This design comes from an exercise in tuning for small area on the open sky130 flow, not from production work. The RTL was checked by simulation tests, not by an equivalence proof against the original design.

==> run a <==
==> flow/design.v (excerpt) <==
module dct_1d(
    input clk,
    input rst_n,
    input enable,
    input signed [9:0] x0, input signed [9:0] x1, input signed [9:0] x2, input signed [9:0] x3,
    input signed [9:0] x4, input signed [9:0] x5, input signed [9:0] x6, input signed [9:0] x7,
    output reg signed [10:0] y0, output reg signed [10:0] y1, output reg signed [10:0] y2, output reg signed [10:0] y3,
    output reg signed [10:0] y4, output reg signed [10:0] y5, output reg signed [10:0] y6, output reg signed [10:0] y7,
    output valid
);
clock: 6.0 ns
lec_check: 0
abc_area: 0
cap_margin: 20
core_margin: 2
core_utilization: 40
place_density: 0.8
slew_margin: 20
synth_hierarchical: 1
run.sh (not shown) runs the stock make flow with config.mk's settings and CLKGATE_MAP_FILE= SYNTH_SCRIPT=/design/flow/synth_recipe.tcl, a recipe that flattens the netlist after the stock synthesis.
==> inputs of run b, as changes to run a <==
--- a/flow/config.mk
+++ b/flow/config.mk
@@ -6,9 +6,9 @@
 export NUM_CORES = 4
 export LEC_CHECK = 0
-export ABC_AREA = 0
+export ABC_AREA = 1
 export CAP_MARGIN = 20
 export CORE_MARGIN = 2
 export CORE_UTILIZATION = 40
-export PLACE_DENSITY = 0.8
+export PLACE_DENSITY = 0.9
 export SLEW_MARGIN = 20
 export SYNTH_HIERARCHICAL = 1
==> inputs of run c, as changes to run a <==
--- a/flow/config.mk
+++ b/flow/config.mk
@@ -6,8 +6,8 @@
 export NUM_CORES = 4
 export LEC_CHECK = 0
-export ABC_AREA = 0
+export ABC_AREA = 1
 export CAP_MARGIN = 20
 export CORE_MARGIN = 2
-export CORE_UTILIZATION = 40
+export CORE_UTILIZATION = 60
 export PLACE_DENSITY = 0.8
 export SLEW_MARGIN = 20
==> impl_metrics.yaml <==
critical_path:
  reg2reg_to: "y1[5]"
  reg2reg_slack_ps: 90
sta:
  setup_tns_ps: 0
  maxSlewHeadroom: 0.463
  worst_pin_slew_ps: 805
  period_minus_slack_ps: 5910
global_route:
  grt_first_pass_wirelength_mm: 145
  grt_usage: 0.240
finish:
  design_area_mm2: 0.0379
  n_all_buffers: 376
  drive_gt1_frac: 0.107
run_status:
  status: "timing/DRC/antenna clean"
yosys:
  syn_inst: 2917
-- figures above: run b

==> impl_metrics.yaml <==
critical_path:
  reg2reg_to: "y7[3]"
sta:
  rsz0062_at_grt: "yes"
  period_minus_slack_ps: 5840
  setup_tns_ps: 0
  worst_pin_slew_ps: 769
  maxSlewHeadroom: 0.486
finish:
  n_all_buffers: 384
  drive_gt1_frac: 0.108
  design_area_mm2: 0.0375
clock_tree:
  clk_latency_ps: 510
global_route:
  grt_first_pass_wirelength_mm: 150
  grt_usage: 0.372
run_status:
  status: "timing/DRC/antenna clean"
yosys:
  syn_inst: 2917
-- figures above: run c

==> impl_metrics.yaml <==
run_status:
  status: "complete, but fails checks"
  so.violations: "negative setup slack"
sta:
  setup_tns_ps: -4090
  worst_pin_slew_ps: 971
  maxSlewHeadroom: 0.350
  setup_ws_ps: -281
  setup_viol: 25
critical_path:
  reg2reg_to: "y7[7]"
  reg2reg_slack_ps: -280
global_route:
  grt_first_pass_wirelength_mm: 146
yosys:
  syn_inst: 2483
-- figures above: run a



==> amber <==
Another version of the RTL of dct_1d (not shown whole).
clock: 6.0 ns
lec_check: 0
abc_area: 1
cap_margin: 20
core_margin: 2
core_utilization: 40
place_density: 0.7
slew_margin: 20
synth_hierarchical: 1
==> inputs of tundra, as changes to amber <==
--- a/flow/config.mk
+++ b/flow/config.mk
@@ -9,6 +9,6 @@
 export CAP_MARGIN = 20
 export CORE_MARGIN = 2
 export CORE_UTILIZATION = 40
-export PLACE_DENSITY = 0.7
+export PLACE_DENSITY = 0.8
 export SLEW_MARGIN = 20
 export SYNTH_HIERARCHICAL = 1
==> comparison table <==
Slew headroom: tundra 42.5%; amber 44.8%
Worst slack on hold paths: tundra 0.410 ns; amber 0.416 ns
Final cell utilization of the core: tundra 47.2%; amber 47.2%
Total Routing Usage GR: tundra 23.7%; amber 24.0%
Number of clock buffers in the layout: tundra 20; amber 19
Final Routed Wirelength: tundra 90.9 mm; amber 91.0 mm
Result of the run: tundra complete, no violations; amber complete, no violations
Number of DRC violations after detailed-routing iteration 0: tundra 1516; amber 1429
Max Clk Rate: tundra 173 MHz; amber 172 MHz
Critical path peak fanout: tundra 4; amber 5

port drivers added, routing unchanged:
The results above use ideal ports. As a check the final layouts listed here were re-extracted and re-timed, cells and wires unchanged.
Step 1, drivers: a clkbuf_16 drives clk and a buf_2 each remaining input, both assumed.
Step 2, shift: input delay + t, output delay - t, t = (earliest + latest rising clock arrival at the registers) / 2. This alone moves slack from input paths to output paths.
Three values: ideal, step 1, step 2; two values: the first two.
run	t, ns	setup WS [ns]	latest minus earliest clock arrival (ns)	worst data-port slew with drivers (ns)
run a	0.574	-0.281 / -0.281 / -0.281	0.038 / 0.038	0.09
run b	0.561	0.091 / 0.091 / -0.249	0.019 / 0.019	0.24
run c	0.563	0.159 / 0.159 / -0.215	0.021 / 0.020	0.07
amber	0.574	0.171 / 0.171 / -0.222	0.019 / 0.018	0.14
tundra	0.565	0.232 / 0.232 / -0.238	0.019 / 0.020	0.12
With both steps, setup timing fails in run b, run c, amber and tundra, where it was met with ideal ports. For tundra, which loses most, drivers alone change the setup slack by 0.000 ns; drivers and shift together by -0.470 ns.
